Source: an optimization exercise on an open RTL-to-GDS flow (aim: small area and a short achievable clock period). Production flows keep margins and buffers that such runs may drop.
Only simulation tests tie the RTL to the original design; equivalence was not proved.
Power figures rest on the tool's default switching activity, not on a simulated workload.

==> design/flow/rom_contents.dat <==
7857DD86
22222222
BA6F875C
940EEE3C
4DC2A627
33406BC4
E325FAA6
B938451E
68FB90D7
C1D8FAC1
B7740A63
C2354E2B
43E58844
887E8400
3EC33DD6
A2DA95A8
12345678
23456789
7F90ADE7
5AAB0A37
6A769806
86FF0DE2
BA4E6C36
9D9B532A
F6978770
37D72E4A
4F3D4E7B
8B389064
B43D4318
548A84A5
84F42B4B
131DB618
BB3A6A06
C63D5F77
FFE9EC11
DDFA7FA4
34D57084
B070E384
C0A9C8BE
BA49C19F
77F1CAF0
ECB736D8
B5834F4C
D4DD79D3
DF354788
A70B967A
25FBAB1B
88177ABD
366DADC0
DE11EE00
6972F683
FAACED22
0EF8E010
C54BE01C
597538CB
A0F09780
6AA45FE0
7744001A
1FCA7DA2
B9AE5C8F
BE564059
2393446A
C34797C4
53BDF64D
==> design/flow/flow/run.sh <==
#!/bin/bash
# Standard layout, with small port buffers and the pins_in/HRDATA pins paired.
set -euo pipefail
here=$(pwd)
export BUFFER_PORTS_ARGS="-buffer_cell sky130_fd_sc_hd__buf_1"
export PRE_IO_PLACEMENT_TCL=$here/flow/io.tcl
bash standard.sh > $here/standard.log 2>&1
==> design/flow/flow/io.tcl <==
# keep each pins_in bit beside the HRDATA bit it feeds
set_io_pin_constraint -group -order -pin_names {pins_in[0] HRDATA[0] pins_in[1] HRDATA[1] pins_in[2] HRDATA[2] pins_in[3] HRDATA[3] pins_in[4] HRDATA[4] pins_in[5] HRDATA[5] pins_in[6] HRDATA[6] pins_in[7] HRDATA[7] pins_in[8] HRDATA[8] pins_in[9] HRDATA[9] pins_in[10] HRDATA[10] pins_in[11] HRDATA[11] pins_in[12] HRDATA[12] pins_in[13] HRDATA[13] pins_in[14] HRDATA[14] pins_in[15] HRDATA[15] pins_in[16] HRDATA[16] pins_in[17] HRDATA[17] pins_in[18] HRDATA[18] pins_in[19] HRDATA[19] pins_in[20] HRDATA[20] pins_in[21] HRDATA[21] pins_in[22] HRDATA[22] pins_in[23] HRDATA[23] pins_in[24] HRDATA[24] pins_in[25] HRDATA[25] pins_in[26] HRDATA[26] pins_in[27] HRDATA[27] pins_in[28] HRDATA[28] pins_in[29] HRDATA[29] pins_in[30] HRDATA[30] pins_in[31] HRDATA[31]}
==> design/flow/standard.sh <==
#!/bin/bash
# synth_recipe.tcl (not shown) runs the flow's synth.tcl, then flattens the netlist and writes it again
# the make line also repeats each setting of config.mk as NAME=value (left out here)
make -C /OpenROAD-flow-scripts/flow DESIGN_CONFIG=/design/flow/config.mk WORK_HOME=/design/flow/orfs CLKGATE_MAP_FILE= SYNTH_SCRIPT=/design/flow/synth_recipe.tcl "${@:-finish}"
==> design/flow/config.mk <==
export PLATFORM = sky130hd
export DESIGN_NAME = ahb_lite
export DESIGN_NICKNAME = ahb_lite
export VERILOG_FILES = /design/flow/design.v
export SDC_FILE = /design/flow/constraint.sdc
export NUM_CORES = 4
export LEC_CHECK = 0
export CAP_MARGIN = 20
export CORE_MARGIN = 2
export CORE_UTILIZATION = 45
export CTS_CLUSTER_DIAMETER = 100
export CTS_CLUSTER_SIZE = 20
export SETUP_SLACK_MARGIN = 5.0
export SLEW_MARGIN = 20
==> design/flow/constraint.sdc <==
create_clock -name core_clock -period 8.0 [get_ports {HCLK}]
set_input_delay 1.6000 -clock core_clock [delete_from_list [all_inputs] [get_ports {HCLK}]]
set_output_delay 1.6000 -clock core_clock [all_outputs]
set_load 0.01 [all_outputs]
==> design/flow/design.v <==
module flop 
#(parameter WIDTH = 8)
(input              	clk,
 input  	[WIDTH-1:0] d,
 output reg [WIDTH-1:0] q
);
  always@(posedge clk)
    q <= d;
endmodule
module ahb_decoder(
	input  [31:0] HADDR,
    output [3:0]  HSEL
);
  assign HSEL[0] = (HADDR[31:16] == 16'h0000);     
  assign HSEL[1] = (HADDR[31:17] == 15'h0001);     
  assign HSEL[2] = (HADDR[31:4]  == 28'h2020000);  
  assign HSEL[3] = (HADDR[31:8]  == 24'h200030);   
endmodule
module ahb_mux(
	input  [3:0]  HSEL,
    input  [31:0] HRDATA0, HRDATA1, HRDATA2, HRDATA3,
	output [31:0] HRDATA
);
  assign HRDATA = ({32{HSEL[0]}} & HRDATA0) |
                  ({32{HSEL[1]}} & HRDATA1) |
                  ({32{HSEL[2]}} & HRDATA2) |
                  ({32{HSEL[3]}} & HRDATA3);
endmodule
module ahb_rom(
    input  [7:2]  HADDR,
    output [31:0] HRDATA
);
  reg [31:0] rom[63:0];  
  initial
      $readmemh("rom_contents.dat",rom);
  assign HRDATA = rom[HADDR[7:2]];
endmodule
module ahb_ram(
	input         HCLK,
    input         WE,         
    input  [3:0]  WADDR,      
    input  [31:0] HWDATA,
    input  [3:0]  RADDR,      
	output [31:0] RDATA       
);
  reg [31:0] ram[15:0];  
  wire [15:0] rsel = 16'b1 << RADDR;
  reg  [31:0] rd;
  integer i;
  always@(*) begin
    rd = 32'b0;
    for (i = 0; i < 16; i = i + 1)
      rd = rd | ({32{rsel[i]}} & ram[i]);
  end
  assign RDATA = (WE & (WADDR == RADDR)) ? HWDATA : rd;
  always@(posedge HCLK)
    if (WE) ram[WADDR] <= HWDATA;
endmodule
module ahb_gpio(input  logic        HCLK,
                input  logic        HRESETn,
                input  logic        WE,       
                input  logic        WADDR,    
                input  logic [31:0] HWDATA,
                input  logic        RADDR,    
                output logic [31:0] RDATA,    
                output logic [31:0] INDIR,    
                output logic [31:0] pins_out,
                output logic [31:0] pins_dir);
  logic [31:0] port_d, dir_d;
  assign port_d = (WE & ~WADDR) ? HWDATA : pins_out;
  assign dir_d  = (WE &  WADDR) ? HWDATA : pins_dir;
  always_ff @(posedge HCLK or negedge HRESETn)
    if (~HRESETn) begin
      pins_out <= 32'b0;   
      pins_dir <= 32'b0;   
    end else begin
      pins_out <= port_d;
      pins_dir <= dir_d;
    end
  assign RDATA = RADDR ? dir_d : (dir_d & port_d);
  assign INDIR = ~dir_d;
endmodule
module ahb_timer(
	input         HCLK,
    input         HRESETn,
    input         WE,          
    input  [2:0]  WADDR,       
    input  [31:0] HWDATA,
    input  [2:0]  RADDR,       
    output [31:0] RDATA
);
  reg  [3:0]  cs;
  reg  [31:0] clo, chi;
  reg  [31:0] c0, c1, c2, c3;
  reg         clo_max;          
  wire [31:0] clo_d, chi_d, c0_d, c1_d, c2_d, c3_d;
  wire [3:0]  match, clr;
  wire [7:0]  wsel = {8{WE}} & (8'b1 << WADDR);
  wire [31:0] clo_inc = clo + 1;
  wire [31:0] chi_inc = chi + clo_max;
  assign clo_d = wsel[1] ? HWDATA : clo_inc;
  assign chi_d = wsel[2] ? HWDATA : chi_inc;
  assign c0_d  = wsel[3] ? HWDATA : c0;
  assign c1_d  = wsel[4] ? HWDATA : c1;
  assign c2_d  = wsel[5] ? HWDATA : c2;
  assign c3_d  = wsel[6] ? HWDATA : c3;
  assign clr = {4{wsel[0]}} & HWDATA[3:0];
  assign match[0] = ~clr[0] & (cs[0] | (clo == c0));
  assign match[1] = ~clr[1] & (cs[1] | (clo == c1));
  assign match[2] = ~clr[2] & (cs[2] | (clo == c2));
  assign match[3] = ~clr[3] & (cs[3] | (clo == c3));
  always@(posedge HCLK or negedge HRESETn)
    if (~HRESETn) begin
      cs  <= 4'b0;    
      clo_max <= 1'b0;
      clo <= 32'b0;   
      chi <= 32'b0;   
      c0  <= 32'b0;   
      c1  <= 32'b0;   
      c2  <= 32'b0;   
      c3  <= 32'b0;   
    end 
	else begin
      cs  <= match;
      clo <= clo_d;
      clo_max <= &clo_d;
      chi <= chi_d;
      c0  <= c0_d;
      c1  <= c1_d;
      c2  <= c2_d;
      c3  <= c3_d;
    end    
  wire [7:0] rsel = 8'b1 << RADDR;
  assign RDATA = ({32{rsel[0]}} & {28'b0, match}) |
                 ({32{rsel[1]}} & clo_d) |
                 ({32{rsel[2]}} & chi_d) |
                 ({32{rsel[3]}} & c0_d) |
                 ({32{rsel[4]}} & c1_d) |
                 ({32{rsel[5]}} & c2_d) |
                 ({32{rsel[6]}} & c3_d);
endmodule
module ahb_lite(
	input        HCLK,
    input        HRESETn,
    input [31:0] HADDR,
    input        HWRITE,
    input [31:0] HWDATA,
    output[31:0] HRDATA,
    input [31:0] pins_in,
    output[31:0] pins_out,
    output[31:0] pins_dir
);
  wire [3:0]  HSEL;
  wire [31:0] RD0, RD1, RD2, RD3, RDNEXT;
  wire [31:0] RDDEL;
  wire [2:0]  WSEL, WSELDEL;
  wire [3:0]  WADDRDEL;
  wire [31:0] INDIR, PINSELDEL;
  ahb_decoder dec(HADDR, HSEL);
  assign WSEL = {3{HWRITE}} & HSEL[3:1];
  flop #(3)   wselreg(HCLK, WSEL, WSELDEL);
  flop #(4)   waddrreg(HCLK, HADDR[5:2], WADDRDEL);
  ahb_rom     rom  (HADDR[7:2], RD0);
  ahb_ram     ram  (HCLK, WSELDEL[0], WADDRDEL, HWDATA, HADDR[5:2], RD1);
  ahb_gpio    gpio (HCLK, HRESETn, WSELDEL[1], WADDRDEL[0], HWDATA, HADDR[2], RD2, INDIR, pins_out, pins_dir);
  ahb_timer   timer(HCLK, HRESETn, WSELDEL[2], WADDRDEL[2:0], HWDATA, HADDR[4:2], RD3);
  ahb_mux     mux(HSEL, RD0, RD1, RD2, RD3, RDNEXT);
  flop #(32)  rdreg(HCLK, RDNEXT, RDDEL);
  flop #(32)  pinselreg(HCLK, {32{HSEL[2] & ~HADDR[2]}} & INDIR, PINSELDEL);
  assign HRDATA = RDDEL | (PINSELDEL & pins_in);
endmodule
==> metrics.md, run 1 <==
| Metric | Value |
|---|---|
| Outcome | complete, no violations |
| Total global routing overflow | 0 |
| Netlist Area Pre-Place | roughly 38000 um^2 |
| Gr usage total | roughly 36% |
| Compound-Gate Fraction of Synth Area | 14.1% |
| Post-Route WL | 159000 um |
| Endpoints failing hold | 0 |
| Top_reg_cell synth | edfxtp_1 |
| FF-to-FF Start | waddrreg.q[0] |
| Drt pass-1 iters | 8 |
| Post-synth top area share | around two fifths |
| Sequential share of the synthesized area | 61.0% |
| Critical path type | in -> out |
| Layout cells sized above 1 | 26.3% |
| Metal3 WL | 16500 um |
| First-pass GRT wire length | 220000 um |
| Top cells by count, synth | edfxtp_1, dfrtp_1, clkbuf_1 |
| Fmax | 279 MHz |
| WL met1 | around 63000 um |
| Die Area | approximately 87000 um^2 |
| PwrDens | 193 nW/um^2 |
| Clock sink total | approximately 840 |
| Crit end category | primary output |
| Post-synth EDFFs | about 500 |
| Antenna viol nets, final | 0 |
| Root buffer cell | clkbuf_16 |
| Yosys top cell by area | edfxtp_1 |
| Main area contributors after synthesis | edfxtp_1, dfrtp_1, mux2_2, dfxtp_1, xnor2_1 |
| Crit path largest cell delay | between 0.15 and 0.2 ns |
| Vias per cell | 6.60 |
| I/O pins | 195 |
| Crit path arrival time | roughly 2.0 ns |
| Final TNS setup | 0 ns |
| Die Height | between 200 and 300 um |
| Clock slew at reported path FFs | ~0.080 ns |
| Synth Area in Adders | less than 1% |
| Clk_skew | about 0.046 ns |
| Syn-to-layout area delta | 21.1% |
| Simple-gate share of the synthesized area | slightly above 10% |
| WL/cell | approximately 35 um |
| Total power | 8.94 mW |
| H-tree lvl count | 2 |
| Asr flop ratio synth | a little under a third |
| Worst-Skew Late Latency | about 0.66 ns |
| Longest Clk Path Bufs | 3 |
| YS warnings | 7 |
| DR WL met2 | between 70000 and 80000 um |
| Top-count cell post-synth | edfxtp_1 |
| Crit start category | input pin |
| Slew HR | 31.7% |
| Syn Inst Count | 3122 |
| Max Slew Vio Count | 0 |
| Largest net degree at the start of global routing | around 150 |
| # DRC | 0 |
| Worst min-delay path endpoint | gpio.pins_out[13] |
| Final GP Congestion | approximately 1 |
| Worst r2r path cells | 8 |
| Post-synthesis xor/xnor area fraction | about 4.2% |
| Hold Path Class | reg -> reg |
| Hold depth | 1 |
| Final setup fails | 0 |
| Syn Nets | roughly 3200 |
| Die width | between 200 and 300 um |
| Tcrit/Tclk final | between 40 and 50% |
| Port bufs | approximately 190 |
| CP max stage cell | a21o_1 |
| TritonCTS Buffers | between 40 and 50 |
| CTS tree | built |
| Number of global-route vias before repair | 28570 |
| Req. time, crit path | 6.40 ns |
| Max-cap violations | 0 |
| Row count | around 110 |
| Hold Startpoint | gpio.pins_out[13] |
| Yosys reg bits | approximately 840 |
| Critical path fanouts, max | 1 |
| Via count | between 30000 and 40000 |
| Initial antenna violation count | 4 |
| Final Cell Area | 46300 um^2 |
| Placed Area | a little over 40000 um^2 |
| Starting density of the core | approximately 46% |
| Main combinational cell family by area after synthesis | compound AO/OA/AOI/OAI gates |
| Post-synth cell types | between 80 and 90 |
| DR top layer | met4 |
| Worst path cell trace | buf_1 -> a21o_1 -> clkbuf_2 |
| Reg2Reg Setup Slack | approximately 4.6 ns |
| Worst slew pin tran | between 1 and 1.5 ns |
| Min Tclk post-route | 3.59 ns |
| Final core utilization | a little under three fifths |
| Worst vdd ir | 0.231 mV |
| Lkg Pwr | between 15 and 20 nW |
| Unrepaired setup endpoints after global routing | true |
| Avg Inst Size Synth | 12.3 um^2 |
| Layout net count | 3505 |
| Detailed Route Iter0 Violations | about 4400 |
| Core Area | around 84000 um^2 |
| Worst r2r dst | rdreg.q[10] |
| Hpwl dp | ~98000 um |
| Mux contribution to synthesized area | under 10% |
## flip-flops by register name (all words and copies together), names as in the netlist
register       flops
timer.c0          32
gpio.pins_dir     32
timer.c2          32
rdreg.q           32
timer.clo         32
ram.ram          512
pinselreg.q       32
timer.clo_max      1
timer.c1          32
waddrreg.q         4
wselreg.q          3
timer.c3          32
timer.cs           4
gpio.pins_out     32
timer.chi         32
## where the power goes
group / internal, mW / switching [mW] / total (mW)
registers: 4.70 / 0.103 / 4.80
clock network: 1.21 / 1.48 / 2.69
logic: 0.526 / 0.929 / 1.45
total: 6.43 / 2.51 / 8.94
## how the worst max path moves through the flow
| stage | startpoint | endpoint |
|---|---|---|
| 6_report | pins_in[11] | HRDATA[11] |
| 3_3_place_gp | HADDR[2] | rdreg.q[19] |
| 5_1_grt | HADDR[3] | rdreg.q[15] |
| 3_5_place_dp | HADDR[2] | rdreg.q[19] |
| 2_1_floorplan | HADDR[2] | rdreg.q[14] |
| 4_1_cts | pins_in[17] | HRDATA[17] |
## critical path: cells and delay by family
family	cells	cell delay, ns
buffers and inverters	2	0.22
AOI/OAI and AO/OA	1	0.17
## cell type report
class,instances,area [um^2]
fillers,6983,37600
inverters,26,126
clock inverters,6,78.8
repair buffers,486,4320
well taps,1134,1420
diodes,2,5.00
flip-flops and latches,844,23300
clock buffers,86,1400
multi-input cells,1983,15600
## routing by layer
| layer | GRT usage (%) | vias up |
|---|---|---|
| li1 | - | 12413 |
| met4 | 18.3 | 0 |
| met3 | 7.12 | 439 |
| met2 | 54.5 | 2036 |
| met5 | 0 | - |
| met1 | 48.8 | 15248 |
## per-stage QoR
stage,setup slack [ns],hold WS [ns],cells
final,4.41,0.529,4567
after global routing,4.40,0.541,4565
after CTS,4.41,0.526,4523
after detailed placement,2.51,0.507,4291
after global placement,2.53,0.503,4291
after floorplan,4.30,0.478,3122
## kinds of logic after synthesis
family	count (synthesis)
xor+xnor	183
buf+inv	296
compound gates	768
fa+ha+maj	16
mux	218
simple gates	797
flops	844
## cells in the final DEF, fill, tap and decap left out, drive strengths merged, types with 13 or more instances in the layout
cell type  netlist  routed
o311ai          15      15
ha              16      16
a22oi          175     175
a211oi          22      22
edfxtp         512     512
nor2           184     184
a31oi           26      26
clkbuf         219     128
a222oi          16      16
o21ai          143     143
a22o            38      38
and3            20      21
xnor2          152     152
a21oi          108     108
nor3            62      62
or3             21      21
dfxtp           71      71
o22ai           13      13
o211ai          30      30
a21o            38      38
a221oi          46      46
xor2            31      31
buf             51     437
nand2b          20      20
o221ai          13      13
inv             25      24
nor4            19      19
nor2b           20      20
nand2          204     204
a221o           13      13
dfrtp          261     261
nand4           70      70
mux2           190     190
mux2i           16      16
nand3          104     104
## repair_timing
action | 4_1_cts | 5_1_grt
buffers inserted | 120 | 39
pin swaps | 126 | 106
endpoints found under the setup margin | 100 | 97
cloned | 20 | 3
resized for setup | 417 | 136
endpoints found under the hold margin | 0 | 0
hold buffers | 0 | 0
==> run 2, diff against run 1 <==
--- a/design/flow/config.mk
+++ b/design/flow/config.mk
@@ -12,3 +12,3 @@
 export CTS_CLUSTER_SIZE = 20
-export SETUP_SLACK_MARGIN = 5.0
+export SETUP_SLACK_MARGIN = 4.5
 export SLEW_MARGIN = 20
==> metrics.md, run 2 <==
| Metric | Value |
|---|---|
| Outcome | complete, no violations |
| Worst vdd ir | 0.207 mV |
| Largest net degree at the start of global routing | 154 |
| Syn Nets | around 3200 |
| Crit end category | primary output |
| Largest register by flop count | ram.ram |
| Netlist Area Pre-Place | ~38000 um^2 |
| Buf+Inv Stages, Crit Path | 2 |
| Asr flop ratio synth | a little under a third |
| YS warnings | 7 |
| Post-Route WL | about 150000 um |
| Syn Inst Count | 3122 |
| Pre-CTS WS | 2.27 ns |
| Worst slew pin tran | ~1.0 ns |
| Crit path arrival time | 1.97 ns |
| Critical path fanouts, max | 1 |
| Core Area | between 80000 and 90000 um^2 |
| Post-synth top area share | 40.2% |
| Fmax | between 200 and 300 MHz |
| Crit start category | input pin |
| Final Worst Setup Slack | roughly 4.4 ns |
| Vias per cell | roughly 6.6 |
| Worst path cell trace | buf_1 -> a21o_1 -> buf_6 |
| Lkg Pwr | between 15 and 20 nW |
| Top cells by count, synth | edfxtp_1, dfrtp_1, clkbuf_1 |
| PwrDens | between 200 and 250 nW/um^2 |
| Hpwl dp | a little under 100000 um |
| Min Tclk post-route | between 3 and 4 ns |
| Unrepaired setup endpoints after global routing | true |
| Detailed Route Iter0 Violations | 3978 |
| Number of global-route vias before repair | about 27000 |
| Longest Clk Path Bufs | 3 |
| Total global routing overflow | 0 |
| Top_reg_cell synth | edfxtp_1 |
| Endpoints failing hold | 0 |
| Post-synth EDFFs | 512 |
| Initial antenna violation count | 6 |
| Max FFs per register | ~500 |
| Main area contributors after synthesis | edfxtp_1, dfrtp_1, mux2_2, dfxtp_1, xnor2_1 |
| WL/cell | 34.4 um |
| Root buffer cell | clkbuf_16 |
| Req. time, crit path | around 6.4 ns |
| Starting density of the core | between 40 and 50% |
| Layout net count | 3386 |
| I/O pins | just under 200 |
| Critical path type | in -> out |
| Tcrit/Tclk final | around 45% |
| Final TNS setup | 0 ns |
| Worst Setup SP | pins_in[11] |
| Worst-Skew Late Latency | approximately 0.66 ns |
| Most frequent cells in the layout | edfxtp_1, dfrtp_1, nand2_1, mux2_2, a22oi_1 |
| Post-synth cell types | between 80 and 90 |
| Top-count cell post-synth | edfxtp_1 |
| Gr usage total | roughly 34% |
| Clock sink total | roughly 840 |
| Port bufs | about 190 |
| Antenna viol nets, final | 0 |
| Layout cells sized above 1 | approximately a fifth |
| Final setup fails | 0 |
| Drt pass-1 iters | 8 |
| Crit-path leading delay family | buffers and inverters |
| CP max stage cell | a21o_1 |
| Most common cell after layout, fill and taps aside | edfxtp_1 |
| # DRC | 0 |
| Syn-to-layout area delta | 14.1% |
| Clk_skew | between 0.03 and 0.04 ns |
| Via count | 29290 |
| Row count | between 100 and 150 |
| Max-cap violations | 0 |
| First-pass GRT wire length | between 200000 and 250000 um |
| FF-to-FF Start | timer.clo[7] |
| Avg Inst Size Synth | about 12 um^2 |
| CTS tree | built |
| TritonCTS Buffers | 49 |
| Die Height | approximately 300 um |
| Crit path largest cell delay | roughly 0.17 ns |
| Die Area | 87300 um^2 |
| Yosys reg bits | approximately 840 |
| Die width | around 300 um |
| Hold Startpoint | gpio.pins_out[13] |
| Sequential share of the synthesized area | 61.0% |
| Hold Path Class | reg -> reg |
| Yosys top cell by area | edfxtp_1 |
| Clock slew at reported path FFs | 0.08 ns |
| Slew HR | 30.9% |
| H-tree lvl count | 2 |
| Final GP Congestion | around 0.98 |
| Max Slew Vio Count | 0 |
## run 2: cell types whose count changed in the layout (fill, tap and decap cells not counted), moves of 13 or more
cell and change:
a221oi_1 +16, a22oi_1 +26, a22oi_2 -26, buf_12 -21, buf_4 -34, buf_6 -32
dfrtp_1 +13, dfrtp_2 -13, o21ai_0 +13
## run 2: cells by family (layout without fill, tap and decap cells)
family / Yosys count / after routing / share of synthesized area, %
buffers and inverters: 296 / 484 / 3.10
adder cells (fa/ha/maj): 16 / 16 / 0.523
multiplexers: 218 / 218 / 6.72
other: 0 / 2 / 0
flip-flops: 844 / 844 / 61.0
AO/OA/AOI/OAI: 768 / 768 / 14.1
AND/OR/NAND/NOR: 797 / 799 / 10.4
XOR/XNOR: 183 / 183 / 4.19
## run 2: final cells by class
cell class | count | area, um^2
multi-input combinational | 1984 | 14700
tap | 1134 | 1420
fill | 7278 | 40300
clock inverter | 7 | 96.3
sequential | 844 | 23300
clock buffer | 85 | 1380
antenna | 2 | 5.00
timing repair buffer | 366 | 2590
inverter | 26 | 120
## run 2: final timing paths
| path | endpoint | slack (ns) | cells past startpoint |
|---|---|---|---|
| min reg2reg | gpio.pins_out[13] | 0.52 | 1 |
| max | HRDATA[11] | 4.43 | 3 |
| max in group asynchronous | timer.clo[1] | 5.53 | 2 |
| max reg2reg | timer.clo_max | 4.59 | 7 |
| min in group asynchronous | timer.c2[29] | 0.96 | 1 |
| min | gpio.pins_out[13] | 0.52 | 1 |
## run 2: through the flow
stage / utilization (%) / total power, mW / instance area (um^2) / hold WS (ns) / instances
detailed placement: 48.3 / 6.04 / 40500 / 0.505 / 4289
finish: 52.0 / 8.76 / 43600 / 0.523 / 4448
floorplan: - / 5.56 / 38600 / 0.478 / 3122
global route: 52.0 / 9.00 / 43600 / 0.544 / 4446
CTS: 51.2 / 8.71 / 43000 / 0.523 / 4412
global placement: 48.3 / 6.03 / 40500 / 0.502 / 4289
## run 2: layer usage
layer / vias to the layer above / track usage, % / routed length (um)
li1: 12181 / - / -
met1: 14903 / 47.4 / 60900
met3: 300 / 6.74 / 16000
met4: 2 / 14.1 / 7550
met2: 1904 / 53.1 / 68600
met5: - / 0 / 13
## run 2: timing repair
item                                    CTS  global route
pin swaps                                12            26
buffers inserted                         26            31
resized for setup                       167            96
cloned                                    5             3
hold buffers                              0             0
endpoints found under the setup margin   97            63
## run 2: power by group
| part | leakage, nW | total, mW | switching, mW | internal (mW) |
|---|---|---|---|---|
| clock network | 0.704 | 2.69 | 1.49 | 1.20 |
| registers | 8.19 | 4.86 | 0.166 | 4.69 |
| logic | 6.49 | 1.21 | 0.793 | 0.417 |
| total | 15.4 | 8.76 | 2.45 | 6.31 |
==> run 3, diff against run 2 <==
--- a/design/flow/flow/run.sh
+++ b/design/flow/flow/run.sh
@@ -6,2 +6,3 @@
 export PRE_IO_PLACEMENT_TCL=$here/flow/io.tcl
+export RECOVER_POWER=20
 bash standard.sh > $here/standard.log 2>&1
==> metrics.md, run 3 <==
| Metric | Value |
|---|---|
| Outcome | complete, but fails checks |
| Violated checks | max-capacitance violations, max-slew violations |
| Antenna viol nets, final | 0 |
| Final TNS setup | 0 ns |
| Layout cells sized above 1 | approximately a fifth |
| PwrDens | about 200 nW/um^2 |
| Most Crowded Layer GR | met2 |
| Most common cell after layout, fill and taps aside | edfxtp_1 |
| Die Area | approximately 87000 um^2 |
| Avg Inst Size Synth | 12.3 um^2 |
| CP max stage cell | clkbuf_1 |
| Number of global-route vias before repair | around 27000 |
| YS warnings | 7 |
| Final Worst Setup Slack | slightly above 3 ns |
| CTS tree | built |
| Main area contributors after synthesis | edfxtp_1, dfrtp_1, mux2_2, dfxtp_1, xnor2_1 |
| Post-synth cell types | 83 |
| Die width | 296 um |
| Layout net count | roughly 3400 |
| Critical path type | in -> reg |
| Unrepaired setup endpoints after global routing | true |
| Hpwl dp | 97900 um |
| Root buffer cell | clkbuf_16 |
| Most frequent cells in the layout | edfxtp_1, dfrtp_1, nand2_1, mux2_2, a22oi_1 |
| Die Height | slightly below 300 um |
| Max Slew Vio Count | 508 |
| Max-cap violations | 18 |
| Post-synth EDFFs | between 500 and 600 |
| Final setup fails | 0 |
| Met2 Use GR | between 50% and 60% |
| Fmax | slightly above 200 MHz |
| Top_reg_cell synth | edfxtp_1 |
| Grt met1 use | between 40 and 50% |
| Hold Path Class | reg -> reg |
| Req. time, crit path | 8.55 ns |
| Worst path cell trace | clkbuf_16 -> clkbuf_1 -> ha_2 -> nor2b_2 -> nor2_1 -> mux4_2 -> a21oi_1 -> o22ai_1 -> a221o_1 |
| # DRC | 0 |
| Worst vdd ir | 0.206 mV |
| WL/cell | roughly 34 um |
| Via count | between 20000 and 30000 |
| Syn Inst Count | ~3100 |
| Final GP Congestion | between 0.9 and 1 |
| Met3 Track Usage GR | 6.74% |
| Yosys reg bits | around 840 |
| Top cells by count, synth | edfxtp_1, dfrtp_1, clkbuf_1 |
| Syn Nets | ~3200 |
| Hold Buf Count CTS | 0 |
| Clock slew at reported path FFs | approximately 0.1 ns |
| Crit path largest cell delay | ~1.5 ns |
| Initial antenna violation count | 6 |
| Max FFs per register | roughly 510 |
| Starting density of the core | between 40% and 50% |
| Crit end category | register |
| Total power | ~8.8 mW |
| I/O pins | between 150 and 200 |
| Slew HR | -52.3% |
| Pre-CTS WS | 2.27 ns |
| Core Area | 84000 um^2 |
| Final Cell Area | 43500 um^2 |
| First-pass GRT wire length | 211000 um |
| Row count | about 110 |
| Asr flop ratio synth | between 30 and 40% |
| Reg2Reg Setup Slack | roughly 4.6 ns |
| Detailed Route Iter0 Violations | slightly above 4000 |
| Netlist Area Pre-Place | 38300 um^2 |
| Longest Clk Path Bufs | 3 |
| Syn-to-layout area delta | 13.8% |
| Largest register by flop count | ram.ram |
| H-tree lvl count | 2 |
| Post-synth top area share | about two fifths |
| Yosys top cell by area | edfxtp_1 |
| Sequential share of the synthesized area | around 60% |
| Min Tclk post-route | a little under 5 ns |
| Post-Route WL | 153000 um |
| Clk_skew | ~0.037 ns |
| Worst-Skew Late Latency | 0.66 ns |
| Clock sink total | about 840 |
| Total global routing overflow | 0 |
| Lkg Pwr | ~15 nW |
| Vias per cell | 6.59 |
| Gr usage total | approximately a third |
| Drt pass-1 iters | 6 |
| TritonCTS Buffers | 49 |
| Crit start category | input pin |
| Tcrit/Tclk final | between 60% and 70% |
| Worst slew pin tran | 2.28 ns |
| Largest net degree at the start of global routing | 154 |
| Endpoints failing hold | 0 |
| Crit path arrival time | ~5.5 ns |
| Placed Area | between 40000 and 50000 um^2 |
| Port bufs | between 150 and 200 |
| Critical path fanouts, max | 36 |
| Top-count cell post-synth | edfxtp_1 |
==> run 3: cell counts after synthesis <==
Identical to the previous run, type by type.
==> run 3: critical path, delay by kind of cell <==
kind                     cells  cell delay (ns)
AO/OA/AOI/OAI                3             0.70
adder cells (fa/ha/maj)      1             0.61
buffers and inverters        2             1.64
multiplexers                 1             0.53
AND/OR/NAND/NOR              2             0.38
==> run 3: where the power goes <==
part | internal [mW] | leakage [nW] | total, mW | switching, mW
registers | 4.70 | 8.19 | 4.86 | 0.167
logic | 0.412 | 6.40 | 1.21 | 0.795
clock network | 1.20 | 0.704 | 2.69 | 1.49
==> run 3: routing by layer <==
metal	vias up	routed length (um)
met4	2	7880
li1	12188	-
met2	1806	68400
met3	330	15300
met5	-	13
met1	15014	61700
==> run 3: what timing repair did <==
action,CTS,global route
setup buffers,26,31
gates cloned,5,3
gates resized for setup,167,96
setup endpoints to repair,97,63
pin swaps,12,26
==> run 3: area by class of cell <==
| cell class | instances | area, um^2 |
|---|---|---|
| diodes | 4 | 10.0 |
| clock buffers | 85 | 1380 |
| clock inverters | 7 | 96.3 |
| fillers | 7279 | 40400 |
| inverters | 26 | 120 |
| multi-input cells | 1984 | 14700 |
| flip-flops and latches | 844 | 23300 |
| well taps | 1134 | 1420 |
| repair buffers | 366 | 2490 |
==> run 3: kinds of logic (layout without fill, tap and decap cells) <==
kind of cell,count (synthesis),after routing,synth area share (%)
AOI/OAI and AO/OA,768,768,14.1
xor gates and xnor gates,183,183,4.19
adders and majority gates,16,16,0.523
buffers and inverters,296,484,3.10
DFF,844,844,61.0
muxes,218,218,6.72
other,0,4,0
and+or+nand+nor,797,799,10.4
==> run 3: through the flow <==
stage	cells	hold WS [ns]	util, %
floorplan	3122	0.478	-
global placement	4289	0.502	48.3
detailed placement	4289	0.505	48.3
CTS	4412	0.523	51.2
global route	4446	0.544	51.8
finish	4450	0.526	51.9
==> run 3: path summary, 6_finish.rpt <==
path,to,cells past startpoint,from
hold / removal,gpio.pins_out[10],1,gpio.pins_out[10]
setup / recovery,rdreg.q[16],9,HADDR[2]
min in group asynchronous,timer.c0[8],1,HRESETn
setup reg to reg,timer.clo_max,7,timer.clo[8]
max in group asynchronous,gpio.pins_dir[10],2,HRESETn
hold reg to reg,gpio.pins_out[10],1,gpio.pins_out[10]
==> run 4, diff against run 3 <==
--- a/design/flow/flow/run.sh
+++ b/design/flow/flow/run.sh
@@ -6,3 +6,2 @@
 export PRE_IO_PLACEMENT_TCL=$here/flow/io.tcl
-export RECOVER_POWER=20
 bash standard.sh > $here/standard.log 2>&1
--- a/design/flow/config.mk
+++ b/design/flow/config.mk
@@ -12,2 +12,3 @@
 export CTS_CLUSTER_SIZE = 20
+export PLACE_DENSITY = 0.75
 export SETUP_SLACK_MARGIN = 4.5
==> metrics.md, run 4 <==
| Metric | Value |
|---|---|
| Syn Inst Count | between 3000 and 4000 |
| Worst path cell trace | clkbuf_16 -> buf_16 -> ha_4 -> and3b_1 -> buf_8 -> a22o_1 -> a221oi_2 -> nand4_1 -> mux2i_1 -> o221ai_1 -> a21o_1 |
| Detailed Route Iter0 Violations | between 4000 and 5000 |
| Final TNS setup | 0 ns |
| Clock Power Share | around 30% |
| Max-cap violations | 0 |
| Layout net count | ~3400 |
| Fill cells | 7061 |
| Max FFs per register | ~510 |
| Final setup fails | 0 |
| Port bufs | around 190 |
| YS warnings | 7 |
| Crit end category | register |
| # DRC | 0 |
| Asr flop ratio synth | 30.9% |
| Post-synth cell types | between 80 and 90 |
| Grt met1 use | between 40% and 50% |
| Max Slew Vio Count | 0 |
| WL/cell | roughly 33 um |
| Critical path type | in -> reg |
| Req. time, crit path | between 8 and 9 ns |
| Starting density of the core | around 46% |
| Netlist Area Pre-Place | between 30000 and 40000 um^2 |
| Post-Route WL | 146000 um |
| Die width | roughly 300 um |
| Worst-Skew Late Latency | about 0.66 ns |
| Area occupied by multi-input gates | between 10000 and 15000 um^2 |
| Worst vdd ir | approximately 0.15 mV |
| Flop pwr share | between 50 and 60% |
| Longest Clk Path Bufs | 3 |
| Hpwl dp | just over 90000 um |
| Endpoints failing hold | 0 |
| PwrDens | approximately 200 nW/um^2 |
| Most Crowded Layer GR | met2 |
| Die Height | 296 um |
| Largest net degree at the start of global routing | approximately 110 |
| Core Area | 84000 um^2 |
| CP max stage cell | nand4_1 |
| Met3 Track Usage GR | a little over a tenth |
| Yosys reg bits | 844 |
| Number of global-route vias before repair | approximately 28000 |
| Sequential share of the synthesized area | between 60% and 70% |
| Placed Area | around 40000 um^2 |
| Crit path arrival time | about 4.2 ns |
| Tcrit/Tclk final | around 46% |
| Avg Inst Size Synth | ~12 um^2 |
| Total global routing overflow | 0 |
| Post-synth EDFFs | ~510 |
| Lkg Pwr | between 15 and 20 nW |
| Most frequent cells in the layout | edfxtp_1, dfrtp_1, nand2_1, mux2_2, a22oi_1 |
| Main area contributors after synthesis | edfxtp_1, dfrtp_1, mux2_2, dfxtp_1, xnor2_1 |
| Final Cell Area | 43600 um^2 |
| Largest register by flop count | ram.ram |
| Row count | 106 |
| Yosys top cell by area | edfxtp_1 |
| Clk_skew | ~0.035 ns |
| Unrepaired setup endpoints after global routing | true |
| Hold Path Class | reg -> reg |
| Clock slew at reported path FFs | approximately 0.080 ns |
| Outcome | complete, no violations |
| Final GP Congestion | 1.02 |
| Top_reg_cell synth | edfxtp_1 |
| Fmax | between 200 and 300 MHz |
| Via count | just under 30000 |
| Initial antenna violation count | 7 |
| Reg area | ~23000 um^2 |
| Comb pwr share | around 14% |
| Hold Buf Count CTS | 0 |
| Top cells by count, synth | edfxtp_1, dfrtp_1, clkbuf_1 |
| Sw frac | 27.6% |
| H-tree lvl count | 2 |
| Most common cell after layout, fill and taps aside | edfxtp_1 |
| Worst hold margin | roughly 0.53 ns |
| Antenna viol nets, final | 0 |
| CTS tree | built |
| I/O pins | roughly 200 |
| TritonCTS Buffers | 48 |
| Syn Nets | ~3200 |
| Net Sw Power | 2.39 mW |
| Slew HR | a little under a fifth |
| Clock sink total | roughly 840 |
| Post-synth top area share | around 40% |
| Layout cells sized above 1 | around a fifth |
| Met2 Use GR | approximately 47% |
| Min Tclk post-route | ~3.7 ns |
| Critical path fanouts, max | 29 |
| Worst slew pin tran | around 1.2 ns |
| First-pass GRT wire length | between 200000 and 250000 um |
| Top-count cell post-synth | edfxtp_1 |
| Gr usage total | between 30% and 40% |
| Syn-to-layout area delta | 14.0% |
| Cell Int Power | 6.26 mW |
| Root buffer cell | clkbuf_16 |
| Crit path largest cell delay | roughly 0.5 ns |
| Vias per cell | 6.69 |
| Die Area | 87300 um^2 |
| Drt pass-1 iters | 7 |
| Crit start category | input pin |
[run 4: cell counts after synthesis]
Identical to the previous run, type by type.
[run 4: worst paths after layout]
kind                              startpoint                 to  slack (ns)  cells after the start
setup / recovery                    HADDR[2]        rdreg.q[15]        4.30                     11
hold / removal             gpio.pins_out[10]  gpio.pins_out[10]        0.53                      1
setup reg to reg                timer.clo[0]      timer.clo_max        4.52                      8
hold reg to reg            gpio.pins_out[10]  gpio.pins_out[10]        0.53                      1
max in group asynchronous            HRESETn   gpio.pins_dir[5]        5.60                      2
min in group asynchronous            HRESETn       timer.c0[25]        1.06                      1
[run 4: kinds of logic after synthesis]
logic type | count (synthesis) | synth area share (%)
AO/OA/AOI/OAI | 768 | 14.1
multiplexers | 218 | 6.72
flip-flops | 844 | 61.0
XOR/XNOR | 183 | 4.19
adder cells (fa/ha/maj) | 16 | 0.523
buffers and inverters | 296 | 3.10
AND/OR/NAND/NOR | 797 | 10.4
[run 4: metrics by stage]
| step | power [mW] | worst slack (ns) | utilization, % | instances |
|---|---|---|---|---|
| after floorplan | 5.56 | 4.30 | - | 3122 |
| after CTS | 8.56 | 4.41 | 51.4 | 4406 |
| final | 8.65 | 4.30 | 51.9 | 4431 |
| after detailed placement | 6.02 | 2.42 | 48.2 | 4283 |
| after global placement | 6.01 | 2.44 | 48.2 | 4283 |
| after global routing | 8.86 | 4.32 | 51.9 | 4429 |
[run 4: area by class of cell]
class                           count  share of cell area, %
Antenna cell                        3                 0.0172
Clock buffer                       64                   2.92
Clock inverter                      6                  0.232
Inverter                           26                  0.284
Multi-Input combinational cell   1983                   33.5
Sequential cell                   844                   53.5
Tap cell                         1134                   3.25
Timing Repair Buffer              370                   6.28
Timing Repair inverter              1                 0.0115
[run 4: what timing repair did]
| action | in CTS | in global routing |
|---|---|---|
| gates cloned | 11 | 1 |
| endpoints found under the setup margin | 97 | 65 |
| resized for setup | 159 | 91 |
| pin swaps | 19 | 25 |
| buffers inserted | 42 | 21 |
[run 4: worst max-delay path: cells and delay by family]
family / cells / cell delay (ns)
adder cells (fa/ha/maj): 1 / 0.20
AO/OA/AOI/OAI: 4 / 0.80
buffers and inverters: 3 / 0.50
multiplexers: 1 / 0.37
AND/OR/NAND/NOR: 2 / 0.71
[run 4: power groups by stage]
stage | Combinational [mW] | Clock [mW] | Sequential, mW
floorplan | 0.728 | 0 | 4.83
global placement | 1.06 | 0 | 4.94
detailed placement | 1.07 | 0 | 4.95
CTS | 1.15 | 2.56 | 4.85
global route | 1.26 | 2.73 | 4.87
finish | 1.22 | 2.57 | 4.86
[run 4: metal layers]
metal	up-vias	share of wire, %	routed length, um
li1	12153	-	-
met1	14660	37	53800
met2	2367	43	62100
met3	470	14	20600
met4	6	6.5	9470
met5	-	0.027	39
==> run 5, diff against run 4 <==
--- a/design/flow/config.mk
+++ b/design/flow/config.mk
@@ -12,4 +12,4 @@
 export CTS_CLUSTER_SIZE = 20
-export PLACE_DENSITY = 0.75
 export SETUP_SLACK_MARGIN = 4.5
 export SLEW_MARGIN = 20
+export TNS_END_PERCENT = 30
==> metrics.md, run 5 <==
| Metric | Value |
|---|---|
| Asr flop ratio synth | 30.9% |
| Antenna viol nets, final | 0 |
| H-tree lvl count | 2 |
| Syn Inst Count | 3122 |
| Crit path arrival time | about 4.2 ns |
| Max-cap violations | 0 |
| Crit end category | register |
| Unrepaired setup endpoints after global routing | true |
| Port bufs | ~190 |
| Netlist Area Pre-Place | approximately 38000 um^2 |
| Row count | about 110 |
| Clk_skew | roughly 0.035 ns |
| Vias per cell | 6.55 |
| Gr usage total | between 30% and 40% |
| Total global routing overflow | 0 |
| Worst r2r path cells | 8 |
| First-pass GRT wire length | 212000 um |
| Syn-to-layout area delta | 13.4% |
| Top_reg_cell synth | edfxtp_1 |
| Main area contributors after synthesis | edfxtp_1, dfrtp_1, mux2_2, dfxtp_1, xnor2_1 |
| Starting density of the core | ~46% |
| Post-synth EDFFs | approximately 510 |
| Post-Route WL | ~150000 um |
| Yosys top cell by area | edfxtp_1 |
| Worst path cell trace | buf_8 -> buf_12 -> inv_6 -> ha_4 -> buf_4 -> buf_4 -> nor2b_2 -> a22o_1 -> a222oi_1 -> o2111ai_1 -> nor3_1 -> nor3_1 -> or4_1 |
| # DRC | 0 |
| Via count | 29128 |
| Hold depth | 1 |
| PwrDens | between 200 and 250 nW/um^2 |
| Crit path largest cell delay | approximately 0.49 ns |
| Yosys reg bits | between 800 and 900 |
| Clock sink total | approximately 840 |
| Drt pass-1 iters | 6 |
| Hold Path Class | reg -> reg |
| Most common cell after layout, fill and taps aside | edfxtp_1 |
| Lkg Pwr | 15.2 nW |
| Final TNS setup | 0 ns |
| Crit start category | input pin |
| Longest Clk Path Bufs | 3 |
| Post-synth top area share | between 40 and 50% |
| Min Tclk post-route | 3.64 ns |
| WL/cell | around 35 um |
| Final Worst Setup Slack | roughly 4.4 ns |
| Largest net degree at the start of global routing | 157 |
| Worst vdd ir | approximately 0.19 mV |
| YS warnings | 7 |
| Layout cells sized above 1 | a little under a fifth |
| Fill cells | 7348 |
| Initial antenna violation count | 6 |
| Critical path fanouts, max | 7 |
| Avg Inst Size Synth | between 10 and 15 um^2 |
| Outcome | complete, no violations |
| I/O pins | around 200 |
| Final setup fails | 0 |
| Crit-path leading delay family | simple AND/OR/NAND/NOR gates |
| Endpoints failing hold | 0 |
| Number of global-route vias before repair | around 27000 |
| Sequential share of the synthesized area | 61.0% |
| Die Area | 87300 um^2 |
| Worst slew pin tran | between 1 and 1.5 ns |
| Syn Nets | between 3000 and 4000 |
| Root buffer cell | clkbuf_16 |
| Slew HR | ~29% |
| Top-count cell post-synth | edfxtp_1 |
| Top cells by count, synth | edfxtp_1, dfrtp_1, clkbuf_1 |
| Core Area | between 80000 and 90000 um^2 |
| Post-synth cell types | 83 |
| Layout net count | 3384 |
| Die Height | slightly below 300 um |
| Max Slew Vio Count | 0 |
| Hpwl dp | 99200 um |
| Critical path type | in -> reg |
| Req. time, crit path | approximately 8.6 ns |
| Clock slew at reported path FFs | around 0.090 ns |
| Die width | slightly below 300 um |
| Most frequent cells in the layout | edfxtp_1, dfrtp_1, nand2_1, mux2_2, buf_1 |
| Worst-Skew Late Latency | ~0.66 ns |
| CTS tree | built |
| Detailed Route Iter0 Violations | approximately 4100 |
| Final GP Congestion | ~1.0 |
| Fmax | roughly 270 MHz |
| Tcrit/Tclk final | 45.5% |
| Max FFs per register | about 510 |
| WP depth | 13 |
| Largest register by flop count | ram.ram |
| CP max stage cell | nor2b_2 |
| Buf+Inv Stages, Crit Path | 5 |
| TritonCTS Buffers | 48 |
| Pre-CTS WS | 2.55 ns |
==> run 5: cell counts after synthesis <==
No cell type changed its count.
==> run 5: final timing paths <==
kind	start	slack, ns	end
setup reg to reg	timer.clo[0]	4.56	timer.clo_max
max in group asynchronous	HRESETn	5.64	timer.clo[0]
setup / recovery	HADDR[3]	4.36	rdreg.q[14]
min in group asynchronous	HRESETn	0.93	timer.c2[23]
hold reg to reg	gpio.pins_out[3]	0.52	gpio.pins_out[3]
hold / removal	gpio.pins_out[3]	0.52	gpio.pins_out[3]
==> run 5: repair_timing <==
item,CTS,global route
pin swaps,19,25
resized for setup,139,65
cloned,5,3
setup buffers,39,12
setup endpoints to repair,97,96
hold buffers,0,0
==> run 5: per-layer routing <==
metal | vias up | wire, um | track usage [%]
li1 | 12173 | - | -
met1 | 14860 | 61500 | 47.9
met2 | 1785 | 68000 | 52.1
met3 | 304 | 16400 | 7.56
met4 | 6 | 7570 | 15.2
met5 | - | 47 | 0
==> run 5: cell type report <==
type                            instances  area (um^2)  share of cell area (%)
Clock inverter                          5         68.8                   0.159
Inverter                               26          120                   0.277
Antenna cell                            1         2.50                 0.00577
Sequential cell                       844        23300                    53.8
Clock buffer                           85         1360                    3.14
Timing Repair Buffer                  364         2400                    5.54
Timing Repair inverter                  1         5.00                  0.0115
Tap cell                             1134         1420                    3.27
Multi-Input combinational cell       1984        14700                    33.8
==> run 5: cell families (layout without fill, tap and decap cells) <==
family / after synthesis / after routing / synth area share, %
multiplexers: 218 / 218 / 6.72
flip-flops: 844 / 844 / 61.0
AO/OA/AOI/OAI: 768 / 768 / 14.1
adder cells (fa/ha/maj): 16 / 16 / 0.523
AND/OR/NAND/NOR: 797 / 799 / 10.4
buffers and inverters: 296 / 481 / 3.10
XOR/XNOR: 183 / 183 / 4.19
other: 0 / 1 / 0
==> run 5: report_power, final <==
| group | internal [mW] | switching (mW) |
|---|---|---|
| Sequential | 4.69 | 0.165 |
| Clock | 1.17 | 1.47 |
| Combinational | 0.414 | 0.795 |
==> run 5: worst reg2reg max path, cell delays in order, from the launching register on <==
cell and delay [ns]:
dfrtp_2 0.51, ha_1 0.24, nand3_1 0.22, or4_4 0.69, or3_1 0.41, a31oi_2 0.39
nand4b_1 0.22, nor4b_1 0.37, and4_1 0.31
==> run 5: through the flow <==
stage	hold WS (ns)	instances	utilization (%)	area (um^2)	total power, mW
3_5_place_dp	0.507	4294	48.3	40500	6.04
5_1_grt	0.533	4443	51.7	43400	8.93
6_report	0.525	4444	51.7	43400	8.71
3_3_place_gp	0.498	4294	48.3	40500	6.03
2_1_floorplan	0.478	3122	-	38600	5.56
4_1_cts	0.526	4428	51.2	43000	8.66
==> run 6, diff against run 5 <==
--- a/design/flow/config.mk
+++ b/design/flow/config.mk
@@ -10,6 +10,6 @@
 export CORE_UTILIZATION = 45
-export CTS_CLUSTER_DIAMETER = 100
-export CTS_CLUSTER_SIZE = 20
+export CTS_BUF_LIST = sky130_fd_sc_hd__clkbuf_8
+export CTS_CLUSTER_DIAMETER = 80
+export CTS_CLUSTER_SIZE = 14
 export SETUP_SLACK_MARGIN = 4.5
 export SLEW_MARGIN = 20
-export TNS_END_PERCENT = 30
==> metrics.md, run 6 <==
| Metric | Value |
|---|---|
| Outcome | complete, no violations |
| Worst r2r dst | timer.clo_max |
| Total global routing overflow | 0 |
| Req. time, crit path | around 8.7 ns |
| Antenna viol nets, final | 0 |
| Final GP Congestion | 0.977 |
| Gr usage total | between 30% and 40% |
| Slew HR | between 30% and 40% |
| Longest Clk Path Bufs | 3 |
| Worst-Skew Late Latency | 0.75 ns |
| First-pass GRT wire length | 209000 um |
| Net Sw Power | 2.44 mW |
| Avg Inst Size Synth | about 12 um^2 |
| FF-to-FF Start | timer.clo[12] |
| Drt pass-1 iters | 8 |
| Largest net degree at the start of global routing | about 150 |
| Netlist Area Pre-Place | ~38000 um^2 |
| Die Height | between 200 and 300 um |
| Hpwl dp | 97900 um |
| Syn Nets | 3237 |
| Crit path arrival time | approximately 4.3 ns |
| CP max stage cell | nor2b_1 |
| Final TNS setup | 0 ns |
| Die Area | slightly below 90000 um^2 |
| Tcrit/Tclk final | between 40% and 50% |
| Top cells by count, synth | edfxtp_1, dfrtp_1, clkbuf_1 |
| Max FFs per register | 512 |
| Clock slew at reported path FFs | 0.10 ns |
| Clock Power Share | around 28% |
| Clk_skew | around 0.046 ns |
| Cell Int Power | 5.97 mW |
| Worst vdd ir | approximately 0.17 mV |
| Max Slew Vio Count | 0 |
| Layout cells sized above 1 | a little under a fifth |
| Sw frac | between 20% and 30% |
| Hold depth | 1 |
| CTS tree | built |
| Post-Route WL | between 150000 and 200000 um |
| Reg2Reg Setup Slack | between 4 and 5 ns |
| Worst r2r path cells | 7 |
| Worst path cell trace | clkbuf_16 -> inv_8 -> ha_4 -> buf_4 -> nor2b_1 -> a22o_1 -> a222oi_1 -> o2111ai_1 -> nor3_1 -> nor3_1 -> or4_1 |
| Fmax | 278 MHz |
| Final setup fails | 0 |
| Yosys top cell by area | edfxtp_1 |
| Lkg Pwr | 15.3 nW |
| PwrDens | approximately 200 nW/um^2 |
| Crit-path leading delay family | simple AND/OR/NAND/NOR gates |
| Top_reg_cell synth | edfxtp_1 |
| Max-cap violations | 0 |
| Hold Startpoint | gpio.pins_out[6] |
| Endpoints failing hold | 0 |
| H-tree lvl count | 3 |
| Detailed Route Iter0 Violations | between 3000 and 4000 |
| Sequential share of the synthesized area | between 60% and 70% |
| Initial antenna violation count | 5 |
| Final core utilization | roughly 51% |
| Flop pwr share | 57.8% |
| Starting density of the core | about 46% |
| Syn-to-layout area delta | 12.6% |
| YS warnings | 7 |
| Main area contributors after synthesis | edfxtp_1, dfrtp_1, mux2_2, dfxtp_1, xnor2_1 |
| I/O pins | between 150 and 200 |
| Largest register by flop count | ram.ram |
| TritonCTS Buffers | 71 |
| Post-synth top area share | between 40% and 50% |
| Unrepaired setup endpoints after global routing | true |
| Row count | roughly 110 |
| Root buffer cell | clkbuf_8 |
| Yosys reg bits | 844 |
| Crit start category | input pin |
| # DRC | 0 |
| Most common cell after layout, fill and taps aside | edfxtp_1 |
| Buf+Inv Stages, Crit Path | 3 |
| Syn Inst Count | approximately 3100 |
| Fill cells | approximately 7300 |
| Core Area | 84000 um^2 |
| Via count | 29038 |
| Critical path type | in -> reg |
| Most common cell type on the critical path | nor3_1 |
| Die width | slightly below 300 um |
| Port bufs | 192 |
| Post-synth cell types | a little over 80 |
| Hold Buf Count CTS | 0 |
| Critical path fanouts, max | 13 |
| Worst min-delay path endpoint | gpio.pins_out[6] |
| Hold Path Class | reg -> reg |
| Crit path largest cell delay | 0.82 ns |
| Most frequent cells in the layout | edfxtp_1, dfrtp_1, nand2_1, mux2_2, a22oi_1 |
| Clock sink total | ~840 |
| Comb pwr share | 14.2% |
| Min Tclk post-route | approximately 3.6 ns |
| Worst slew pin tran | between 1 and 1.5 ns |
| Crit end category | register |
| Final Cell Area | around 43000 um^2 |
| Top-count cell post-synth | edfxtp_1 |
| WL/cell | about 34 um |
| Number of global-route vias before repair | between 20000 and 30000 |
| Placed Area | ~40000 um^2 |
| Vias per cell | between 6 and 7 |
| Asr flop ratio synth | between 30% and 40% |
| Post-synth EDFFs | around 510 |
| Layout net count | ~3400 |
==> run 6: power groups by stage <==
stage | Combinational (mW) | Clock (mW) | Sequential [mW]
6_report | 1.19 | 2.36 | 4.86
5_1_grt | 1.24 | 2.54 | 4.87
4_1_cts | 1.12 | 2.38 | 4.86
3_5_place_dp | 1.08 | 0 | 4.95
3_3_place_gp | 1.08 | 0 | 4.95
2_1_floorplan | 0.728 | 0 | 4.83
==> run 6: worst max path at each step <==
stage / start / to / slack (ns) / depth (start not counted)
global placement: HADDR[3] / rdreg.q[20] / 2.28 / 10
finish: HADDR[2] / rdreg.q[14] / 4.40 / 11
detailed placement: HADDR[3] / rdreg.q[16] / 2.27 / 9
CTS: pins_in[11] / HRDATA[11] / 4.42 / 3
global route: pins_in[11] / HRDATA[11] / 4.41 / 3
floorplan: HADDR[2] / rdreg.q[14] / 4.30 / 12
==> run 6: timing repair <==
item / CTS / global route
cloned: 2 / 5
gates resized for setup: 127 / 93
pin swaps: 5 / 10
setup buffers: 7 / 34
setup endpoints to repair: 68 / 58
==> run 6: cell families (layout without fill, tap and decap cells) <==
logic type / Yosys count / after routing / share of synthesized area, %
xor gates and xnor gates: 183 / 183 / 4.19
other: 0 / 2 / 0
AOI/OAI and AO/OA: 768 / 768 / 14.1
buffers and inverters: 296 / 486 / 3.10
and+or+nand+nor: 797 / 799 / 10.4
adders and majority gates: 16 / 16 / 0.523
muxes: 218 / 218 / 6.72
DFF: 844 / 844 / 61.0
==> run 6: worst register-to-register path, cell delays in order, from the launching register on <==
cell and delay [ns]:
dfrtp_1 0.67, nand4_1 0.23, or4_4 0.62, or4_4 0.52
a31oi_2 0.35, nand2_1 0.11, a2111oi_2 0.47, and4_1 0.33
==> run 6: metal layers <==
layer  share of wire (%)  global-route usage [%]  wire length, um  vias up
met3                  10                    7.29            15500      348
met2                  45                    52.3            68400     1861
met5               0.016                       0               25        -
met1                  40                    46.7            61400    14665
li1                    -                       -                -    12160
met4                 4.8                    14.4             7400        4
==> run 6: cell type report <==
| cell class | count | area (um^2) | share of cell area [%] |
|---|---|---|---|
| well taps | 1134 | 1420 | 3.30 |
| flip-flops and latches | 844 | 23300 | 54.2 |
| repair buffers | 349 | 2410 | 5.59 |
| multi-input cells | 1984 | 14500 | 33.8 |
| inverters | 26 | 120 | 0.279 |
| clock inverters | 38 | 223 | 0.517 |
| clock buffers | 73 | 1000 | 2.33 |
| diodes | 2 | 5.00 | 0.0116 |
==> run 6: metrics by stage <==
stage	cells	setup slack (ns)	hold WS [ns]	total power, mW
3_3_place_gp	4289	2.28	0.502	6.03
6_report	4450	4.40	0.529	8.42
4_1_cts	4409	4.42	0.526	8.36
3_5_place_dp	4289	2.27	0.505	6.04
5_1_grt	4449	4.41	0.549	8.65
2_1_floorplan	3122	4.30	0.478	5.56
==> run 7, diff against run 6 <==
--- a/design/flow/config.mk
+++ b/design/flow/config.mk
@@ -13,2 +13,3 @@
 export CTS_CLUSTER_SIZE = 14
+export GPL_TIMING_DRIVEN = 0
 export SETUP_SLACK_MARGIN = 4.5
==> metrics.md, run 7 <==
| Metric | Value |
|---|---|
| Slew HR | 7.43% |
| Req. time, crit path | between 8 and 9 ns |
| Worst min-delay path endpoint | gpio.pins_out[17] |
| Final core utilization | around 55% |
| Hpwl dp | between 100000 and 150000 um |
| Final setup fails | 0 |
| Gr usage total | a little over two fifths |
| Buf+Inv Stages, Crit Path | 6 |
| Die width | a little under 300 um |
| PwrDens | around 190 nW/um^2 |
| Clk_skew | a little over 0.08 ns |
| Hold Buf Count CTS | 0 |
| Netlist Area Pre-Place | between 30000 and 40000 um^2 |
| Die Height | 296 um |
| Tcrit/Tclk final | roughly half |
| Worst r2r dst | rdreg.q[30] |
| Final GP Congestion | 1.07 |
| Synth Area in Adders | less than 1% |
| Row count | between 100 and 150 |
| Pre-CTS WS | 1.57 ns |
| Asr flop ratio synth | 30.9% |
| Post-synth EDFFs | ~500 |
| Compound-Gate Fraction of Synth Area | ~14% |
| Reg2Reg Setup Slack | roughly 4.4 ns |
| Starting density of the core | 45.6% |
| Largest register by flop count | ram.ram |
| Outcome | complete, no violations |
| Unrepaired setup endpoints after global routing | true |
| Initial antenna violation count | 11 |
| Crit end category | register |
| Critical path type | in -> reg |
| Main combinational cell family by area after synthesis | compound AO/OA/AOI/OAI gates |
| Most common cell type on the critical path | clkbuf_16 |
| Top-count cell post-synth | edfxtp_1 |
| Crit path largest cell delay | 0.41 ns |
| Die Area | 87300 um^2 |
| Post-synthesis xor/xnor area fraction | 4.19% |
| Yosys reg bits | about 840 |
| Max Slew Vio Count | 0 |
| Crit-path leading delay family | compound AO/OA/AOI/OAI gates |
| Hold Path Class | reg -> reg |
| Post-synth cell types | a little over 80 |
| Total global routing overflow | 0 |
| CTS tree | built |
| Worst-Skew Late Latency | 0.81 ns |
| Layout net count | around 3700 |
| Avg Inst Size Synth | between 10 and 15 um^2 |
| Core Area | around 84000 um^2 |
| Most common cell after layout, fill and taps aside | edfxtp_1 |
| Worst r2r path cells | 9 |
| Yosys top cell by area | edfxtp_1 |
| TritonCTS Buffers | 73 |
| Area occupied by multi-input gates | 15200 um^2 |
| Post-Layout Cell Count | approximately 4700 |
| Hold Startpoint | gpio.pins_out[17] |
| Fill cells | a little over 7000 |
| Antenna viol nets, final | 0 |
| # DRC | 0 |
| Worst vdd ir | between 0.15 and 0.2 mV |
| Syn-to-layout area delta | 21.3% |
| Syn Inst Count | between 3000 and 4000 |
| First-pass GRT wire length | 248000 um |
| Simple-gate share of the synthesized area | around a tenth |
| Post-synth top area share | 40.2% |
| Worst hold margin | 0.532 ns |
| Worst path cell trace | buf_12 -> clkbuf_16 -> clkbuf_16 -> inv_12 -> ha_4 -> clkbuf_16 -> and3b_2 -> clkbuf_16 -> a22o_4 -> a221oi_4 -> nand4_1 -> mux2i_1 -> o221ai_2 -> a211o_1 |
| Min Tclk post-route | about 4 ns |
| Main area contributors after synthesis | edfxtp_1, dfrtp_1, mux2_2, dfxtp_1, xnor2_1 |
| Layout cells sized above 1 | between 20% and 30% |
| Largest net degree at the start of global routing | 32 |
| Crit path arrival time | between 4 and 5 ns |
| Mux contribution to synthesized area | around 6.7% |
| YS warnings | 7 |
| Crit start category | input pin |
| Top cells by count, synth | edfxtp_1, dfrtp_1, clkbuf_1 |
| Via count | about 32000 |
| Placed insts | 4488 |
| Sequential share of the synthesized area | between 60% and 70% |
| Hold depth | 1 |
| H-tree lvl count | 3 |
| Clock slew at reported path FFs | roughly 0.09 ns |
| Longest Clk Path Bufs | 3 |
| Top_reg_cell synth | edfxtp_1 |
| Vias per cell | between 6 and 7 |
| WL/cell | about 39 um |
| Post-Route WL | between 150000 and 200000 um |
| Most frequent cells in the layout | edfxtp_1, dfrtp_1, nand2_1, mux2_2, nor2_1 |
| Final Worst Setup Slack | slightly above 4 ns |
| Fmax | ~250 MHz |
| Syn Nets | ~3200 |
| Drt pass-1 iters | 8 |
| Lkg Pwr | around 17 nW |
| Port bufs | 190 |
| Root buffer cell | clkbuf_8 |
| Worst slew pin tran | around 1.4 ns |
| Number of global-route vias before repair | around 30000 |
| Max-cap violations | 0 |
| I/O pins | 195 |
| CP max stage cell | nand4_1 |
| Reg area | between 20000 and 25000 um^2 |
| Clock sink total | roughly 840 |
| Detailed Route Iter0 Violations | 4936 |
| Max FFs per register | slightly above 500 |
| Critical path fanouts, max | 8 |
| Endpoints failing hold | 0 |
| FF-to-FF Start | wselreg.q[2] |
-- run 7: area by class of cell --
| cell class | count | share of cell area [%] |
|---|---|---|
| sequential | 844 | 50.3 |
| antenna | 2 | 0.0108 |
| tap | 1134 | 3.06 |
| clock buffer | 74 | 2.19 |
| buffer | 270 | 4.93 |
| multi-input combinational | 1982 | 32.7 |
| inverter | 26 | 0.278 |
| timing repair buffer | 343 | 6.09 |
| clock inverter | 28 | 0.464 |
-- run 7: power by group --
group | internal (mW) | total (mW) | switching [mW]
sequential | 4.70 | 4.74 | 0.0439
clock | 0.882 | 2.42 | 1.53
combinational | 0.510 | 1.56 | 1.05
-- run 7: layer usage --
layer	share of wire, %	GRT usage (%)	up-vias
met5	0.036	0	-
met4	7.0	23.1	10
met3	12	11.6	557
met2	43	62.6	2414
met1	38	54.9	16104
li1	-	-	12695
-- run 7: kinds of logic after synthesis --
group                    count (synthesis)
multiplexers                           218
AO/OA/AOI/OAI                          768
adder cells (fa/ha/maj)                 16
buffers and inverters                  296
AND/OR/NAND/NOR                        797
XOR/XNOR                               183
flip-flops                             844
-- run 7: metrics by stage --
| step | area, um^2 | power, mW | setup TNS, ns |
|---|---|---|---|
| floorplan | 38600 | 5.56 | 0 |
| finish | 46400 | 8.72 | 0 |
| CTS | 45500 | 8.63 | 0 |
| global route | 46400 | 8.91 | 0 |
| global placement | 40800 | 6.18 | -2172.94 |
| detailed placement | 41900 | 6.19 | 0 |
-- run 7: how the worst max path moves through the flow --
stage | from | end | cells after the start
after floorplan | HADDR[2] | rdreg.q[14] | 12
after global placement | HRESETn | gpio.pins_out[27] | 1
after detailed placement | HADDR[2] | rdreg.q[27] | 14
after CTS | HADDR[2] | rdreg.q[23] | 14
after global routing | HADDR[2] | rdreg.q[23] | 14
final | HADDR[2] | rdreg.q[23] | 14
-- run 7: repair_timing --
| item | CTS | global route |
|---|---|---|
| cloned | 2 | 2 |
| resized for setup | 480 | 192 |
| pin swaps | 83 | 88 |
| endpoints found under the setup margin | 99 | 65 |
| buffers inserted | 73 | 33 |

## re-timing with driven ports
In the flow no input, the clock included, has a driving cell. The finished layouts below were timed again as built, in two steps.
Step 1 (the two cells are an assumption about what drives the block):
set clk [get_ports {HCLK}]
set_driving_cell -lib_cell sky130_fd_sc_hd__clkbuf_16 $clk
set_driving_cell -lib_cell sky130_fd_sc_hd__buf_2 [delete_from_list [all_inputs] $clk]
Step 2 also shifts input and output timing later by t, the mid clock arrival at the registers, as if the neighbouring blocks saw the same clock.
a / b / c = ideal / step 1 / step 2; a / b = the first two.
run | t (ns) | slack for setup (ns) | hold WS [ns] | pins driven straight from the clock port
run 1 | 0.707 | 4.411 / 4.378 / 3.684 | 0.529 / 0.529 / 0.529 | 1
run 2 | 0.705 | 4.426 / 4.356 / 3.651 | 0.523 / 0.523 / 0.523 | 1
run 3 | 0.706 | 3.059 / 2.994 / 2.288 | 0.526 / 0.526 / 0.526 | 1
run 4 | 0.708 | 4.301 / 4.320 / 3.613 | 0.527 / 0.527 / 0.527 | 1
run 5 | 0.708 | 4.356 / 4.334 / 3.626 | 0.525 / 0.525 / 0.525 | 1
run 6 | 0.792 | 4.400 / 4.386 / 3.621 | 0.529 / 0.529 / 0.529 | 1
run 7 | 0.836 | 4.078 / 4.083 / 3.247 | 0.532 / 0.532 / 0.532 | 1
For run 7, which loses most, drivers alone change the setup slack by +0.005 ns; drivers and shift together by -0.831 ns.
